Source: an optimization exercise on an open RTL-to-GDS flow (aim: small area, a short achievable clock period and few clock cycles per item). Production flows keep margins and buffers that such runs may drop.
In this exercise RTL edits were held to simulation tests only and were not proved equivalent to the original.
Power and IR drop assume default switching activity.

## Microprocessor
module Microprocessor(
    input [7:0] Instruction,
    input CLK_IN,
    input RST,
	input [3:0] SEL_REG,
    output [7:0] Read_Address,	 
    output [6:0] SEG1,   
	output [6:0] SEG2,	 
	output [6:0] SEG3,   
	output [6:0] SEG4,	 
	output [6:0] SEG5,   
	output [6:0] SEG6	 
    );
Size: about 1200 cells after synthesis, ~300 flip-flops, roughly 64 I/O pins, about 15000 um^2 of cells after synthesis.
Settings: LEC_CHECK=0, CAP_MARGIN=20, CORE_MARGIN=2, CORE_UTILIZATION=40, CTS_BUF_LIST=sky130_fd_sc_hd__clkbuf_4 sky130_fd_sc_hd__clkbuf_8, SETUP_SLACK_MARGIN=2, SLEW_MARGIN=20; clock period 6.0 ns.
standard.sh (not shown) runs the stock make flow with config.mk's settings and CLKGATE_MAP_FILE= SYNTH_SCRIPT=/design/flow/synth_recipe.tcl, a recipe that flattens the netlist after the stock synthesis.
==> flow/flow/run.sh <==
#!/bin/bash
# The standard layout (the standard.sh: unchanged synthesis, floorplan,
# placement, CTS, routing), with the port buffers that buffer_ports inserts
# made plain buffers instead of the default delay-cell buffers.
set -euo pipefail
export BUFFER_PORTS_ARGS="-buffer_cell sky130_fd_sc_hd__buf_2"
bash standard.sh > standard.log 2>&1
Testbench counts at the start, summed over its fixed seeds: cycles 6,109, instructions 6,109.
Change:
CTS_BUF_LIST = sky130_fd_sc_hd__clkbuf_8   (was sky130_fd_sc_hd__clkbuf_4 sky130_fd_sc_hd__clkbuf_8)
Synthesized area is unchanged.
Final area goes down by 1.6%.
Hold slack stays flat.
Die area is unchanged.
Clock-buffer cell count goes down by 22.
Change:
CORE_UTILIZATION = 55   (was 40)
PLACE_DENSITY = 0.75   (was default)
Register-to-register slack is worse by 70 ps.
Routed wire length goes down by 2.7%.
Global-route usage goes up by 6.9 points.
Setup slack is worse by 180 ps.
Die area goes down by 27%.
Worst hold slack is better by 14 ps.
Cell area goes up by 0.50%.
Count of clock-buffer cells in the layout goes up by 4.
Critical path depth goes down by 1.
Via count goes up by 3.9%.
Change:
CORE_UTILIZATION = 40   (was 55)
PLACE_DENSITY = default   (was 0.75)
SETUP_SLACK_MARGIN = 1.8   (was 2)
What happened:
- The new run went through all stages and came out clean
- final area falls by 2.3%
- register-to-register slack gets worse by 40 ps
- area after synthesis stays the same
- total power came out lower by 2.3%
- setup slack improved by 48 ps
- worst hold slack got worse by 11 ps
Change:
==> flow/run.sh (new file) <==
#!/bin/bash
# synth_recipe.tcl (not shown) runs the flow's synth.tcl, then flattens the netlist and writes it again
# the make line also repeats each setting of config.mk as NAME=value (left out here)
make -C /OpenROAD-flow-scripts/flow DESIGN_CONFIG=/design/flow/config.mk WORK_HOME=/design/flow/orfs CLKGATE_MAP_FILE= SYNTH_SCRIPT=/design/flow/synth_recipe.tcl finish
CORE_UTILIZATION = 60   (was 40)
CTS_BUF_LIST = default   (was sky130_fd_sc_hd__clkbuf_8)
SETUP_SLACK_MARGIN = 2   (was 1.8)
removed: flow/flow/run.sh
removed: flow/standard.sh
Result: Worst setup slack is better by 99 ps. Register-to-register slack gets better by 110 ps. Combinational power rose by 16%. Non-clock buffer count is higher by 50. First-iteration DRC count rises by 38%. Total power climbs by 8.3%. Sequential share of layout area fell by 2.3 points. Wire length shrinks by 1.7%. Synthesized area stays the same.
Change:
CORE_UTILIZATION = 40   (was 60)
Clock power grows by roughly a tenth.
Sequential share of layout area shrinks by 1.2 points.
Via count stays flat.

========
The RTL this note starts from:
==> flow/design.v <==
`timescale 1ns / 1ps
module Control(
    input [1:0] Opcode,
    output [7:0] CtrlSign
    );
	assign CtrlSign = (Opcode == 2'b00) ? 8'b11000001 :
					(Opcode == 2'b01) ? 8'b01101010 :
					(Opcode == 2'b10) ? 8'b00100100 :
					8'b00010000;
endmodule
`timescale 1ns / 1ps
module State_Control(
    input [1:0] State,
    output State_Reg_Write,
    output State_Memory,
    output State_PC
    );
	assign State_Memory = (State == 2'b00);
	assign State_Reg_Write = (State == 2'b01);
	assign State_PC = (State == 2'b10);
endmodule
`timescale 1ns / 1ps
module Freq_Div(
    input CLK_IN,
    input RST,
    output reg [1:0] State
    );
	always @(posedge CLK_IN or posedge RST) begin
		if(RST) begin
			State <= 2'b00;
		end else begin
			if(State == 2'b10) begin
				State <= 2'b00;
			end else begin
				State <= State + 2'b01;
			end
		end
	end
endmodule
`timescale 1ns / 1ps
module PC(
    input CLK,
    input RST,
    input Jump,
    input [7:0] Imm,
    output reg [7:0] PCout
    );
	always @(posedge CLK or posedge RST) begin
		if(RST) begin
			PCout <= 0;
		end else begin
			PCout <= PCout + 8'd1 + (Jump ? Imm : 8'd0);
		end
	end
endmodule
`timescale 1ns / 1ps
module MUX(
    input [7:0] NumA,
    input [7:0] NumB,
    input Select,
    output [7:0] Result
    );
	assign Result = (Select == 1'b0) ? NumA : NumB;
endmodule
`timescale 1ns / 1ps
module Reg_Data_Select_Converter(
    input [3:0] IN,
    output reg [1:0] OUT
    );
	always @(*) begin
		if(IN[0] == 1) begin
			OUT = 2'b00;
		end else if(IN[1] == 1) begin
			OUT = 2'b01;
		end else if(IN[2] == 1) begin
			OUT = 2'b10;
		end else if(IN[3] == 1) begin
			OUT = 2'b11;
		end else begin
			OUT = 2'b00;
		end
	end
endmodule
`timescale 1ns / 1ps
module Registers(
    input CLK,
    input RST,
    input [1:0] Read_Reg1,
    input [1:0] Read_Reg2,
    input [1:0] Write_Reg,
    input [7:0] Reg_Write_Data,
    input RegWrite,
    input [7:0] Result,
	input [1:0] Reg_Data_Select,
	output [7:0] Reg_Data,
    output [7:0] Read_Data1,
    output [7:0] Read_Data2,
    output reg [7:0] Reg_Write_Data_Save
    );
	reg [7:0] register0;
	reg [7:0] register1;
	reg [7:0] register2;
	reg [7:0] register3;
	assign Read_Data1 = (Read_Reg1 == 2'b00) ? register0 :
						(Read_Reg1 == 2'b01) ? register1 :
						(Read_Reg1 == 2'b10) ? register2 :
						register3;
	assign Read_Data2 = (Read_Reg2 == 2'b00) ? register0 :
						(Read_Reg2 == 2'b01) ? register1 :
						(Read_Reg2 == 2'b10) ? register2 :
						register3;
	assign Reg_Data = (Reg_Data_Select == 2'b00) ? register0 :
					  (Reg_Data_Select == 2'b01) ? register1 :
					  (Reg_Data_Select == 2'b10) ? register2 :
					  register3;
	always @(posedge CLK) begin
		if(RST) begin
			register0 <= 0;
			register1 <= 0;
			register2 <= 0;
			register3 <= 0;
		end else if(RegWrite == 1'b1) begin
			case(Write_Reg)
				2'b00 : register0 <= Reg_Write_Data;
				2'b01 : register1 <= Reg_Write_Data;
				2'b10 : register2 <= Reg_Write_Data;
				2'b11 : register3 <= Reg_Write_Data;
			endcase
		end
	end
	always @(posedge CLK or posedge RST) begin
		if(RST) begin
			Reg_Write_Data_Save <= 0;
		end else begin
			Reg_Write_Data_Save <= Result;
		end
	end
endmodule
`timescale 1ns / 1ps
module ALU(
    input [7:0] NumA,
    input [7:0] NumB,
    input ALUOP,
    output [7:0] Result
    );
	assign Result = NumA + NumB;
endmodule
`timescale 1ns / 1ps
module v8_to_5_Compressor(
    input [7:0] Address8bits,
    output [4:0] Address5bits
    );
	assign Address5bits = Address8bits[4:0];
endmodule
`timescale 1ns / 1ps
module Data_Memory(
    input CLK,
    input RST,
    input [4:0] Address,
    input [7:0] Write_Data,
    input MemWrite,
    output [7:0] Read_Data
    );
	reg [255:0] mem;
	wire [7:0] wd_lo = Write_Data & {8{~RST}};
	wire [7:0] wd_hi = Write_Data | {8{RST}};
	genvar i;
	generate
		for(i = 0; i < 32; i = i + 1) begin : word
			wire [7:0] init = (i < 16) ? i : (16 - i);
			wire       en   = RST | (MemWrite && Address == i);
			always @(posedge CLK) begin
				if(en) begin
					mem[8*i +: 8] <= (init & wd_hi) | (~init & wd_lo);
				end
			end
		end
	endgenerate
	assign Read_Data = mem[8*Address +: 8];
endmodule
`timescale 1ns / 1ps
module Sign_Extend(
    input [1:0] IN,
    output [7:0] OUT
    );
	assign OUT = (IN[1] == 1) ? 8'b11111100 + IN : 8'b00000000 + IN;
endmodule
module v7_Segment(input [3:0] hex, output [6:0] seg); wire [3:0] h = hex;
assign seg[0] = ~((~h[3] & ~h[2] & ~h[1] & h[0]) | (~h[3] & h[2] & ~h[1] & ~h[0]) | (h[3] & ~h[2] & h[1] & h[0]) | (h[3] & h[2] & ~h[1] & h[0]));
assign seg[1] = ~((~h[3] & h[2] & ~h[1] & h[0]) | (h[3] & h[2] & ~h[0]) | (h[3] & h[1] & h[0]) | (h[2] & h[1] & ~h[0]));
assign seg[2] = ~((~h[3] & ~h[2] & h[1] & ~h[0]) | (h[3] & h[2] & h[1]) | (h[3] & h[2] & ~h[0]));
assign seg[3] = ~((~h[3] & ~h[2] & ~h[1] & h[0]) | (~h[3] & h[2] & ~h[1] & ~h[0]) | (h[3] & ~h[2] & h[1] & ~h[0]) | (h[2] & h[1] & h[0]));
assign seg[4] = ~((~h[3] & h[2] & ~h[1]) | (~h[3] & h[0]) | (~h[2] & ~h[1] & h[0]));
assign seg[5] = ~((~h[3] & ~h[2] & h[1]) | (~h[3] & ~h[2] & h[0]) | (~h[3] & h[1] & h[0]) | (h[3] & h[2] & ~h[1] & h[0]));
assign seg[6] = ~((~h[3] & ~h[2] & ~h[1]) | (~h[3] & h[2] & h[1] & h[0]) | (h[3] & h[2] & ~h[1] & ~h[0]));
endmodule
`timescale 1ns / 1ps
module Microprocessor(
    input [7:0] Instruction,
    input CLK_IN,
    input RST,
	input [3:0] SEL_REG,
    output [7:0] Read_Address,	 
    output [6:0] SEG1,   
	output [6:0] SEG2,	 
	output [6:0] SEG3,   
	output [6:0] SEG4,	 
	output [6:0] SEG5,   
	output [6:0] SEG6	 
    );
	wire [1:0] op = Instruction[7:6];
	wire [1:0] rs = Instruction[5:4];
	wire [1:0] rt = Instruction[3:2];
	wire [1:0] rd = Instruction[1:0];
	wire [7:0] Imm;
	wire [7:0] Read_Data1, Read_Data2, Read_Data;
	wire [7:0] Reg_Data;
	wire [7:0] Reg_Write_Data_Save;
	wire [1:0] Reg_Data_Select;
	Sign_Extend SE1(.IN(Instruction[1:0]), .OUT(Imm));
	wire is_load  = (op == 2'b01);
	wire is_store = (op == 2'b10);
	wire is_jump  = (op == 2'b11);
	wire [7:0] Sum  = Read_Data1 + Read_Data2;	 
	wire [7:0] Addr = Read_Data1 + Imm;		 
	wire [7:0] Result = is_load ? Read_Data : (is_store ? Addr : Sum);
	PC P1(.CLK(CLK_IN), .RST(RST), .Jump(is_jump), .Imm(Imm), .PCout(Read_Address));
	Reg_Data_Select_Converter RDSC1(.IN(SEL_REG), .OUT(Reg_Data_Select));
	Registers R1(.CLK(CLK_IN), .RST(RST), .Read_Reg1(rs), .Read_Reg2(rt),
				.Write_Reg(is_load ? rt : rd), .Reg_Write_Data(is_load ? Read_Data : Sum),
				.RegWrite(op[1] == 1'b0), .Result(Result),
				.Read_Data1(Read_Data1), .Read_Data2(Read_Data2),
				.Reg_Write_Data_Save(Reg_Write_Data_Save),
				.Reg_Data_Select(Reg_Data_Select), .Reg_Data(Reg_Data));
	Data_Memory D1(.CLK(CLK_IN), .RST(RST), .Address(Addr[4:0]),
				.Write_Data(Read_Data2), .MemWrite(is_store), .Read_Data(Read_Data));
	v7_Segment V1(.hex(Reg_Write_Data_Save[7:4]), .seg(SEG1));
	v7_Segment V2(.hex(Reg_Write_Data_Save[3:0]), .seg(SEG2));
	v7_Segment V3(.hex(Read_Address[7:4]), .seg(SEG3));
	v7_Segment V4(.hex(Read_Address[3:0]), .seg(SEG4));
	v7_Segment V5(.hex(Reg_Data[7:4]), .seg(SEG5));
	v7_Segment V6(.hex(Reg_Data[3:0]), .seg(SEG6));
endmodule
Settings: LEC_CHECK=0, CAP_MARGIN=20, CORE_MARGIN=2, CORE_UTILIZATION=40, CTS_BUF_LIST=sky130_fd_sc_hd__clkbuf_8, SETUP_SLACK_MARGIN=2, SLEW_MARGIN=20; clock period 6.0 ns.
run.sh (not shown) runs the stock make flow with config.mk's settings and CLKGATE_MAP_FILE= SYNTH_SCRIPT=/design/flow/synth_recipe.tcl, a recipe that flattens the netlist after the stock synthesis.
Stock flow here: none of the scripts above is used.
Testbench counts at the start, summed over its fixed seeds: cycles 6,109, instructions 6,109.
==> next run, changes <==
- CTS_BUF_LIST: sky130_fd_sc_hd__clkbuf_8 -> unset
- SETUP_SLACK_MARGIN: 2 -> 3
Result: Register-to-register slack degrades by 20 ps; wire length grows by 8.1%; total power came out higher by 13%; flip-flop and latch count is unchanged; final cell count went up by 3.7%.
==> next run, changes <==
==> flow/flow/run.sh (new file) <==
#!/bin/bash
# The standard layout (the standard.sh: unchanged synthesis, floorplan,
# placement, CTS, routing), with the port buffers that buffer_ports inserts
# made plain buffers instead of the default delay-cell buffers.
set -euo pipefail
export BUFFER_PORTS_ARGS="-buffer_cell sky130_fd_sc_hd__buf_2"
bash standard.sh > standard.log 2>&1
==> flow/standard.sh (new file) <==
#!/bin/bash
# synth_recipe.tcl (not shown) runs the flow's synth.tcl, then flattens the netlist and writes it again
# the make line also repeats each setting of config.mk as NAME=value (left out here)
make -C /OpenROAD-flow-scripts/flow DESIGN_CONFIG=/design/flow/config.mk WORK_HOME=/design/flow/orfs CLKGATE_MAP_FILE= SYNTH_SCRIPT=/design/flow/synth_recipe.tcl "${@:-finish}"
- SETUP_SLACK_MARGIN: 3 -> 2
removed: flow/run.sh
After rerunning: Count of clock-buffer cells in the layout climbs by 3; fmax goes up by 3.6%; wire length came out lower by 7.5%; die area is unchanged; cell area shrinks by 13%; clock skew rose by 15 ps.

[afterwards: timing with drivers on the ports]
How much do the figures lean on ideal ports? The routed layouts below were timed once more, with nothing changed but the port constraints. Step 1: set_driving_cell puts a clkbuf_16 on CLK_IN and a buf_2 on each other input, an assumption about the parent block. Step 2 moves the port delays by t, midway between the first and last clock arrival at a register: inputs arrive t later, outputs are due t later. That takes back most of the time a late clock gives input paths. a / b / c = no drivers / after step 1 / after step 2; a / b = the first two.
run	t, ns	slack for setup (ns)	clock arrival spread, ns
the first run of note 1	0.648	1.920 / 1.864 / 1.372	0.036 / 0.036
the second run of note 1	0.652	1.972 / 1.912 / 1.394	0.039 / 0.038
the third run of note 1	0.615	1.790 / 1.732 / 1.338	0.037 / 0.037
the fourth run of note 1	0.639	1.839 / 1.856 / 1.217	0.051 / 0.051
the fifth run of note 1	0.609	1.938 / 1.870 / 1.388	0.012 / 0.012
the sixth run of note 1	0.582	1.964 / 1.931 / 1.444	0.040 / 0.040
the first run of note 2	0.643	1.912 / 1.878 / 1.404	0.031 / 0.031
the second run of note 2	0.643	1.832 / 1.786 / 1.461	0.018 / 0.018
the third run of note 2	0.573	1.976 / 1.911 / 1.460	0.027 / 0.026
After both steps setup and hold are still met in every run listed. For the fourth run of note 1, which loses most, drivers alone change the setup slack by +0.017 ns; drivers and shift together by -0.622 ns.
